Context: an optimization exercise on an open-source flow, tuned for small area and a short achievable clock period. The choices shown serve that exercise and are no tape-out recipe. RTL that was checked went through simulation tests only; none was proved equivalent to the original. The flow treats the clock pin as an ideal source. Dropping or thinning the clock tree relies on that and would not hold on a real chip.

## run 1
// encoder
module encoder (
    input clk,
    input rst_n,
    input [31:0] data_in,
    output logic [31:0] data_out
);
make LEC_CHECK=0 CAP_MARGIN=60 CORE_MARGIN=2 CORE_UTILIZATION=40 SLEW_MARGIN=60 finish   # period 14.0 ns
run.sh (not shown) runs the stock make flow with config.mk's settings and CLKGATE_MAP_FILE= SYNTH_SCRIPT=/design/flow/synth_recipe.tcl, a recipe that flattens the netlist after the stock synthesis.
The inputs of run 2 differ from those of run 1 as listed below.
--- a/flow/config.mk
+++ b/flow/config.mk
@@ -7,5 +7,5 @@
 export LEC_CHECK = 0
-export CAP_MARGIN = 60
+export CAP_MARGIN = 20
 export CORE_MARGIN = 2
-export CORE_UTILIZATION = 40
-export SLEW_MARGIN = 60
+export CORE_UTILIZATION = 85
+export SLEW_MARGIN = 20
==> run notes <==
- Run 2 did not finish; a tool error ended it in global routing.
- The worst-case setup slack after placement number comes out lower for run 2 vs run 1.
- [compare] base=run 1 new=run 2: number of buffers inserted during clock tree synthesis -about 14%; number of cell rows -about 30%; width of the die -about 30%; half-perimeter wire length after detailed placement -about 12%; number of gates resized after CTS ~0 delta.
- Starting density of the core in run 2 is 46 points higher than in run 1
- Run 1 -> run 2: number of nets in the synthesized netlist delta 0, exact match
- Changes observed in run 2 relative to run 1: global placement routability congestion shows an increase of about 15%; cell count after placement now sits lower.
#### Input delta (run 3 over run 2)
--- a/flow/config.mk
+++ b/flow/config.mk
@@ -9,3 +9,3 @@
 export CORE_MARGIN = 2
-export CORE_UTILIZATION = 85
+export CORE_UTILIZATION = 40
 export SLEW_MARGIN = 20
Findings:
Per the final summary, run 3 finished and its layout is clean on timing, DRC and antenna. On setup slack at placement, run 2 beats run 3. Looking at cell total after placement, run 3 sits above run 2. Diff run 3..run 2 | synthesized-area fraction occupied by ao, oa, aoi and oai cells | unchanged.
No run of this note included a check of the RTL's function; only the layout flow was run.

========
Another version of the RTL of encoder (not shown whole).
Size: ~1,600 cells after synthesis, roughly 66 I/O pins.
// encoder
module encoder (
    input clk,
    input rst_n,
    input [31:0] data_in,
    output logic [31:0] data_out
);
Settings: LEC_CHECK=0, CAP_MARGIN=20, CORE_MARGIN=2, CORE_UTILIZATION=65, SLEW_MARGIN=20; clock period 14.0 ns.
standard.sh (not shown) runs the stock make flow with config.mk's settings and CLKGATE_MAP_FILE= SYNTH_SCRIPT=/design/flow/synth_recipe.tcl, a recipe that flattens the netlist after the stock synthesis.
==> flow/flow/run.sh <==
#!/bin/bash
# Standard layout, except: the synthesis maps with flow/abc_speed.script,
# the clock tree is flow/ctree.tcl's two-level tree, the ports get plain
# buffers, and timing repair aims below the period.
set -euo pipefail
rm -rf scripts_local
cp -r "$FLOW_HOME/scripts" scripts_local
cp flow/abc_speed.script scripts_local/abc_speed.script
sed -i 's|^log_cmd clock_tree_synthesis .*|source $::env(CTREE_TCL)|' scripts_local/cts.tcl
grep -q CTREE_TCL scripts_local/cts.tcl
export CTREE_TCL=$PWD/flow/ctree.tcl
export CTREE_LEAF=20
export SCRIPTS_DIR=$PWD/scripts_local
export BUFFER_PORTS_ARGS="-buffer_cell sky130_fd_sc_hd__buf_2"
export SETUP_SLACK_MARGIN=10.3
bash standard.sh > standard.log 2>&1
Other scripts of this flow, unchanged in this note and not shown: flow/flow/abc_speed.script, flow/flow/ctree.tcl
Then changed:
--- a/flow/flow/run.sh
+++ b/flow/flow/run.sh
@@ -13,4 +13,4 @@
 export SCRIPTS_DIR=$PWD/scripts_local
 export BUFFER_PORTS_ARGS="-buffer_cell sky130_fd_sc_hd__buf_2"
-export SETUP_SLACK_MARGIN=10.3
+export SETUP_SLACK_MARGIN=10.5
 bash standard.sh > standard.log 2>&1
=> Design area went up by a few percent. Cell count came out higher slightly. Routed wire length rises by a little under a tenth. Register-to-register slack loses 20 ps.
Then changed:
--- a/flow/flow/run.sh
+++ b/flow/flow/run.sh
@@ -2,5 +2,7 @@
 # Standard layout, except: the synthesis maps with flow/abc_speed.script,
 # the clock tree is flow/ctree.tcl's two-level tree, the ports get plain
-# buffers, and timing repair aims below the period.
+# buffers, timing repair aims below the period, and the wire capacitance
+# the placement-stage timing estimates use is scaled up by 1.3 (closer to
+# the extracted values).
 set -euo pipefail
 rm -rf scripts_local
@@ -9,4 +11,11 @@
 sed -i 's|^log_cmd clock_tree_synthesis .*|source $::env(CTREE_TCL)|' scripts_local/cts.tcl
 grep -q CTREE_TCL scripts_local/cts.tcl
+python3 - "$FLOW_HOME/platforms/sky130hd/setRC.tcl" 1.3 > setRC_scaled.tcl <<'PY'
+import re, sys
+s = open(sys.argv[1]).read()
+k = float(sys.argv[2])
+print(re.sub(r'-capacitance ([0-9.Ee+-]+)', lambda m: '-capacitance %g' % (float(m.group(1)) * k), s))
+PY
+export LAYER_PARASITICS_FILE=$PWD/setRC_scaled.tcl
 export CTREE_TCL=$PWD/flow/ctree.tcl
 export CTREE_LEAF=20
=> Setup slack improves by 220 ps. Sequential cell count does not change. Global-route usage falls by 4.2 points. Routed wire length falls by 4.0%. Via count falls by 3.1%. Die area does not change.
Then changed:
--- a/flow/flow/run.sh
+++ b/flow/flow/run.sh
@@ -22,4 +22,4 @@
 export SCRIPTS_DIR=$PWD/scripts_local
 export BUFFER_PORTS_ARGS="-buffer_cell sky130_fd_sc_hd__buf_2"
-export SETUP_SLACK_MARGIN=10.5
+export SETUP_SLACK_MARGIN=10.3
 bash standard.sh > standard.log 2>&1
Area after synthesis is unchanged.
Cell count came out lower by 0.68%.
No run of this note included a check of the RTL's function; only the layout flow was run. No run of this note takes its clock network from TritonCTS; it comes from the design's own scripts or RTL.

========
Another version of the RTL of encoder (not shown whole).
For scale: ~1600 cells after synthesis, about 230 flip-flops, ~66 I/O pins, ~15000 sq um of cells after synthesis.
==> flow/config.mk <==
export PLATFORM = sky130hd
export DESIGN_NAME = encoder
export DESIGN_NICKNAME = encoder
export VERILOG_FILES = /design/flow/design.v
export SDC_FILE = /design/flow/constraint.sdc
export NUM_CORES = 8
export LEC_CHECK = 0
export CAP_MARGIN = 5
export CORE_MARGIN = 2
export CORE_UTILIZATION = 65
export SLEW_MARGIN = 5
==> flow/constraint.sdc <==
create_clock -name core_clock -period 14.0 [get_ports {clk}]
set_input_delay 2.8000 -clock core_clock [delete_from_list [all_inputs] [get_ports {clk}]]
set_output_delay 2.8000 -clock core_clock [all_outputs]
set_load 0.01 [all_outputs]
==> flow/flow/run.sh <==
#!/bin/bash
# Standard layout, except: the synthesis maps with flow/abc_speed.script,
# the clock tree is flow/ctree.tcl's two-level tree, the ports get plain
# buffers, timing repair aims below the period, and the wire capacitance
# the placement-stage timing estimates use is scaled up by 1.3 (closer to
# the extracted values).
set -euo pipefail
rm -rf scripts_local
cp -r "$FLOW_HOME/scripts" scripts_local
cp flow/abc_speed.script scripts_local/abc_speed.script
sed -i 's|^log_cmd clock_tree_synthesis .*|source $::env(CTREE_TCL)|' scripts_local/cts.tcl
grep -q CTREE_TCL scripts_local/cts.tcl
python3 - "$FLOW_HOME/platforms/sky130hd/setRC.tcl" 1.3 > setRC_scaled.tcl <<'PY'
import re, sys
s = open(sys.argv[1]).read()
k = float(sys.argv[2])
print(re.sub(r'-capacitance ([0-9.Ee+-]+)', lambda m: '-capacitance %g' % (float(m.group(1)) * k), s))
PY
export LAYER_PARASITICS_FILE=$PWD/setRC_scaled.tcl
export CTREE_TCL=$PWD/flow/ctree.tcl
export CTREE_LEAF=20
export SCRIPTS_DIR=$PWD/scripts_local
export BUFFER_PORTS_ARGS="-buffer_cell sky130_fd_sc_hd__buf_2"
export SETUP_SLACK_MARGIN=10.2
bash standard.sh > standard.log 2>&1
Other scripts of this flow, unchanged in this note and not shown: flow/flow/abc_speed.script, flow/flow/ctree.tcl
The first run completed with no timing, DRC or antenna violations.
Then changed:
- CAP_MARGIN: 5 -> 20
- CORE_UTILIZATION: 65 -> 72
- SLEW_MARGIN: 5 -> 20
Outcome: Area after synthesis is unchanged. First-iteration DRC count rises by about 25%. Via count is higher by 5.0%. Hold slack gets better by 0.016 ns. Final area decreases by about 0.8%. Worst setup slack gets worse by 0.060 ns. Routed wire length came out higher by about 1.3%. Clock skew fell by 0.021 ns. Utilization grows by 7.9 points. Synthesized cell count stays the same.
In every run of this note, the design's own scripts or RTL, not TritonCTS, make the clock network.

========
encoder again, from the RTL that the note above started with.
export LEC_CHECK = 0
export CAP_MARGIN = 20
export CORE_MARGIN = 2
export CORE_UTILIZATION = 65
export SLEW_MARGIN = 20
create_clock -name core_clock -period 14.0 [get_ports {clk}]
==> flow/flow/run.sh <==
#!/bin/bash
# Standard layout, except: the synthesis maps with flow/abc_speed.script,
# the clock tree is flow/ctree.tcl's two-level tree, the ports get plain
# buffers, timing repair aims below the period, and the wire capacitance
# the placement-stage timing estimates use is scaled up by 1.3 (closer to
# the extracted values).
set -euo pipefail
rm -rf scripts_local
cp -r "$FLOW_HOME/scripts" scripts_local
cp flow/abc_speed.script scripts_local/abc_speed.script
sed -i 's|^log_cmd clock_tree_synthesis .*|source $::env(CTREE_TCL)|' scripts_local/cts.tcl
grep -q CTREE_TCL scripts_local/cts.tcl
python3 - "$FLOW_HOME/platforms/sky130hd/setRC.tcl" 1.3 > setRC_scaled.tcl <<'PY'
import re, sys
s = open(sys.argv[1]).read()
k = float(sys.argv[2])
print(re.sub(r'-capacitance ([0-9.Ee+-]+)', lambda m: '-capacitance %g' % (float(m.group(1)) * k), s))
PY
export LAYER_PARASITICS_FILE=$PWD/setRC_scaled.tcl
export CTREE_TCL=$PWD/flow/ctree.tcl
export CTREE_LEAF=20
export SCRIPTS_DIR=$PWD/scripts_local
export BUFFER_PORTS_ARGS="-buffer_cell sky130_fd_sc_hd__buf_2"
export SETUP_SLACK_MARGIN=10.4
bash standard.sh > standard.log 2>&1
==> flow/flow/abc_speed.script <==
strash
dch -f
&get -n
&nf -R 1000 -p
&put
topo
stime -c
==> flow/flow/ctree.tcl <==
# Two-level clock tree in place of clock_tree_synthesis: the clock port drives
# one buffer per quadrant of the clock sinks, and each of those drives the
# leaf buffers of its quadrant (at most CTREE_LEAF sinks per leaf).
set ct_block [ord::get_db_block]
set ct_dbu [$ct_block getDbUnitsPerMicron]
set ct_buf sky130_fd_sc_hd__clkbuf_16
set ct_leaf [expr {[info exists ::env(CTREE_LEAF)] ? $::env(CTREE_LEAF) : 20}]

proc ct_centroid {pts} {
  set sx 0.0; set sy 0.0
  foreach p $pts { set sx [expr {$sx + [lindex $p 1]}]; set sy [expr {$sy + [lindex $p 2]}] }
  set n [llength $pts]
  return [list [expr {$sx / $n}] [expr {$sy / $n}]]
}
# split {pin x y} items into k near-equal parts along x (idx 1) or y (idx 2)
proc ct_split {pts k idx} {
  set s [lsort -real -index $idx $pts]
  set n [llength $s]
  set out {}
  for {set i 0} {$i < $k} {incr i} {
    lappend out [lrange $s [expr {($n * $i) / $k}] [expr {($n * ($i + 1)) / $k - 1}]]
  }
  return $out
}
proc ct_span {pts idx} {
  set l [lsort -real -index $idx $pts]
  return [expr {[lindex $l end $idx] - [lindex $l 0 $idx]}]
}
proc ct_um {v} { return [expr {$v / double($::ct_dbu)}] }

set ct_sinks {}
foreach p [get_pins -of_objects [get_nets clk]] {
  lassign [[sta::sta_to_db_pin $p] getAvgXY] ok x y
  lappend ct_sinks [list $p $x $y]
}
puts "ctree: [llength $ct_sinks] clock sinks"

set ct_quads {}
foreach half [ct_split $ct_sinks 2 1] {
  foreach q [ct_split $half 2 2] { lappend ct_quads $q }
}
set qi 0
foreach q $ct_quads {
  set nleaf [expr {int(ceil([llength $q] / double($ct_leaf)))}]
  set idx [expr {[ct_span $q 1] > [ct_span $q 2] ? 1 : 2}]
  set leafxy {}
  set li 0
  foreach g [ct_split $q $nleaf $idx] {
    set pins {}
    foreach p $g { lappend pins [lindex $p 0] }
    lassign [ct_centroid $g] cx cy
    set bname "ctree_leaf_${qi}_${li}"
    insert_buffer -buffer_cell $ct_buf -net clk -load_pins $pins \
      -location [list [ct_um $cx] [ct_um $cy]] \
      -buffer_name $bname -net_name "ctree_net_leaf_${qi}_${li}"
    lappend leafxy [list x $cx $cy]
    incr li
  }
  # insert_buffer adds a number to the names: find this quadrant's leaves
  set leafpins {}
  foreach p [get_pins -of_objects [get_nets clk]] {
    if {[string match "ctree_leaf_${qi}_*" [get_full_name $p]]} { lappend leafpins $p }
  }
  lassign [ct_centroid $leafxy] cx cy
  insert_buffer -buffer_cell $ct_buf -net clk -load_pins $leafpins \
    -location [list [ct_um $cx] [ct_um $cy]] \
    -buffer_name "ctree_q_${qi}" -net_name "ctree_net_q_${qi}"
  incr qi
}
foreach net [$ct_block getNets] {
  if {[string match ctree_net_* [$net getName]]} { $net setSigType CLOCK }
}
[$ct_block findNet clk] setSigType CLOCK
set_propagated_clock [all_clocks]
puts "ctree: clock port drives [llength [get_pins -of_objects [get_nets clk]]] pins"
Rerun with:
--- a/flow/flow/run.sh
+++ b/flow/flow/run.sh
@@ -22,4 +22,4 @@
 export SCRIPTS_DIR=$PWD/scripts_local
 export BUFFER_PORTS_ARGS="-buffer_cell sky130_fd_sc_hd__buf_2"
-export SETUP_SLACK_MARGIN=10.4
+export SETUP_SLACK_MARGIN=10.2
 bash standard.sh > standard.log 2>&1
--- a/flow/config.mk
+++ b/flow/config.mk
@@ -8,4 +8,4 @@
 export CAP_MARGIN = 20
 export CORE_MARGIN = 2
-export CORE_UTILIZATION = 65
+export CORE_UTILIZATION = 78
 export SLEW_MARGIN = 20
Effect: Worst hold slack is better by 0.021 ns; routed wire length grows by 5.7%; cell count came out lower by 2.9%; clock skew decreases by 0.023 ns; utilization is higher by 13 points.
Rerun with:
--- a/flow/config.mk
+++ b/flow/config.mk
@@ -8,4 +8,4 @@
 export CAP_MARGIN = 20
 export CORE_MARGIN = 2
-export CORE_UTILIZATION = 78
+export CORE_UTILIZATION = 65
 export SLEW_MARGIN = 20
The changed run finished clean.
Hold slack gets worse by 0.014 ns.
Routed wire length is lower by 7.5%.
Die area is higher by about 20%.
Clock skew is higher by 0.018 ns.
Rerun with:
--- a/flow/flow/run.sh
+++ b/flow/flow/run.sh
@@ -20,4 +20,6 @@
 export CTREE_TCL=$PWD/flow/ctree.tcl
 export CTREE_LEAF=20
+export CTREE_BUF_LEAF=sky130_fd_sc_hd__clkbuf_16
+export CTREE_BUF_TOP=sky130_fd_sc_hd__clkbuf_16
 export SCRIPTS_DIR=$PWD/scripts_local
 export BUFFER_PORTS_ARGS="-buffer_cell sky130_fd_sc_hd__buf_2"
==> flow/flow/abc_speed.script (replaced) <==
strash
&get -n
&dch -f
&nf -R 1000 -p
&put
topo
stime -c
--- a/flow/flow/ctree.tcl
+++ b/flow/flow/ctree.tcl
@@ -4,5 +4,6 @@
 set ct_block [ord::get_db_block]
 set ct_dbu [$ct_block getDbUnitsPerMicron]
-set ct_buf sky130_fd_sc_hd__clkbuf_16
+set ct_buf_leaf [expr {[info exists ::env(CTREE_BUF_LEAF)] ? $::env(CTREE_BUF_LEAF) : "sky130_fd_sc_hd__clkbuf_16"}]
+set ct_buf_top [expr {[info exists ::env(CTREE_BUF_TOP)] ? $::env(CTREE_BUF_TOP) : "sky130_fd_sc_hd__clkbuf_16"}]
 set ct_leaf [expr {[info exists ::env(CTREE_LEAF)] ? $::env(CTREE_LEAF) : 20}]
 
@@ -51,5 +52,5 @@
     lassign [ct_centroid $g] cx cy
     set bname "ctree_leaf_${qi}_${li}"
-    insert_buffer -buffer_cell $ct_buf -net clk -load_pins $pins \
+    insert_buffer -buffer_cell $ct_buf_leaf -net clk -load_pins $pins \
       -location [list [ct_um $cx] [ct_um $cy]] \
       -buffer_name $bname -net_name "ctree_net_leaf_${qi}_${li}"
@@ -62,6 +63,7 @@
     if {[string match "ctree_leaf_${qi}_*" [get_full_name $p]]} { lappend leafpins $p }
   }
+  if {$li == 1} { incr qi; continue }
   lassign [ct_centroid $leafxy] cx cy
-  insert_buffer -buffer_cell $ct_buf -net clk -load_pins $leafpins \
+  insert_buffer -buffer_cell $ct_buf_top -net clk -load_pins $leafpins \
     -location [list [ct_um $cx] [ct_um $cy]] \
     -buffer_name "ctree_q_${qi}" -net_name "ctree_net_q_${qi}"
After rerunning: Routed wire length came out lower by 0.66%. Register-to-register slack loses 0.07 ns. Hold slack is about the same. Worst setup slack loses 0.014 ns.
Rerun with:
--- a/flow/flow/run.sh
+++ b/flow/flow/run.sh
@@ -20,8 +20,6 @@
 export CTREE_TCL=$PWD/flow/ctree.tcl
 export CTREE_LEAF=20
-export CTREE_BUF_LEAF=sky130_fd_sc_hd__clkbuf_16
-export CTREE_BUF_TOP=sky130_fd_sc_hd__clkbuf_16
 export SCRIPTS_DIR=$PWD/scripts_local
 export BUFFER_PORTS_ARGS="-buffer_cell sky130_fd_sc_hd__buf_2"
-export SETUP_SLACK_MARGIN=10.2
+export SETUP_SLACK_MARGIN=10.3
 bash standard.sh > standard.log 2>&1
==> flow/flow/abc_speed.script (replaced) <==
strash
dch -f
&get -n
&nf -R 1000 -p
&put
topo
stime -c
--- a/flow/flow/ctree.tcl
+++ b/flow/flow/ctree.tcl
@@ -4,6 +4,5 @@
 set ct_block [ord::get_db_block]
 set ct_dbu [$ct_block getDbUnitsPerMicron]
-set ct_buf_leaf [expr {[info exists ::env(CTREE_BUF_LEAF)] ? $::env(CTREE_BUF_LEAF) : "sky130_fd_sc_hd__clkbuf_16"}]
-set ct_buf_top [expr {[info exists ::env(CTREE_BUF_TOP)] ? $::env(CTREE_BUF_TOP) : "sky130_fd_sc_hd__clkbuf_16"}]
+set ct_buf sky130_fd_sc_hd__clkbuf_16
 set ct_leaf [expr {[info exists ::env(CTREE_LEAF)] ? $::env(CTREE_LEAF) : 20}]
 
@@ -52,5 +51,5 @@
     lassign [ct_centroid $g] cx cy
     set bname "ctree_leaf_${qi}_${li}"
-    insert_buffer -buffer_cell $ct_buf_leaf -net clk -load_pins $pins \
+    insert_buffer -buffer_cell $ct_buf -net clk -load_pins $pins \
       -location [list [ct_um $cx] [ct_um $cy]] \
       -buffer_name $bname -net_name "ctree_net_leaf_${qi}_${li}"
@@ -63,7 +62,6 @@
     if {[string match "ctree_leaf_${qi}_*" [get_full_name $p]]} { lappend leafpins $p }
   }
-  if {$li == 1} { incr qi; continue }
   lassign [ct_centroid $leafxy] cx cy
-  insert_buffer -buffer_cell $ct_buf_top -net clk -load_pins $leafpins \
+  insert_buffer -buffer_cell $ct_buf -net clk -load_pins $leafpins \
     -location [list [ct_um $cx] [ct_um $cy]] \
     -buffer_name "ctree_q_${qi}" -net_name "ctree_net_q_${qi}"
=> Cell area hardly moves; setup slack improves by 0.012 ns; flip-flop and latch count is unchanged; first-iteration DRC count is lower by a quarter to a third.
No run of this note takes its clock network from TritonCTS; it comes from the design's own scripts or RTL.

port drivers added, routing unchanged:
Ports are ideal in the flow. The routed layouts listed here were re-timed in OpenROAD. Step 1 sets driving cells, clkbuf_16 on the clock port and buf_2 on the other inputs (assumed; they add their load-dependent delay and slew). Step 2, shift: input delay + t, output delay - t, t = (earliest + latest rising clock arrival at the registers) / 2. This alone moves slack from input paths to output paths. a / b / c = no drivers / after step 1 / after step 2; a / b = the first two.
| run | t (ns) | setup slack, ns | clock arrival spread, ns | worst data-port slew with drivers (ns) |
|---|---|---|---|---|
| run 1 | 0.649 | 9.684 / 9.624 / 9.451 | 0.033 / 0.033 | 0.04 |
| run 3 | 0.639 | 9.574 / 9.574 / 9.393 | 0.025 / 0.025 | 0.04 |
| the first run of note 2 | 0.421 | 10.124 / 10.124 / 10.124 | 0.035 / 0.034 | 0.04 |
| the second run of note 2 | 0.428 | 10.107 / 10.107 / 10.107 | 0.043 / 0.043 | 0.04 |
| the third run of note 2 | 0.432 | 10.327 / 10.321 / 10.327 | 0.049 / 0.049 | 0.04 |
| the fourth run of note 2 | 0.418 | 10.389 / 10.274 / 10.429 | 0.033 / 0.032 | 0.04 |
| the first run of note 3 | 0.419 | 10.408 / 10.294 / 10.297 | 0.042 / 0.041 | 0.03 |
| the second run of note 3 | 0.422 | 10.348 / 10.227 / 10.208 | 0.021 / 0.021 | 0.06 |
| the first run of note 4 | 0.413 | 10.427 / 10.318 / 10.204 | 0.042 / 0.043 | 0.03 |
| the second run of note 4 | 0.430 | 10.012 / 10.012 / 10.012 | 0.020 / 0.021 | 0.05 |
| the third run of note 4 | 0.420 | 10.403 / 10.289 / 10.291 | 0.038 / 0.038 | 0.04 |
| the fourth run of note 4 | 0.419 | 10.389 / 10.272 / 10.299 | 0.028 / 0.027 | 0.03 |
| the fifth run of note 4 | 0.417 | 10.401 / 10.286 / 10.311 | 0.034 / 0.034 | 0.03 |
After both steps every run listed still meets setup and hold. The setup slack of run 1, which loses most, moves by -0.060 ns with the drivers and by -0.233 ns with both steps.
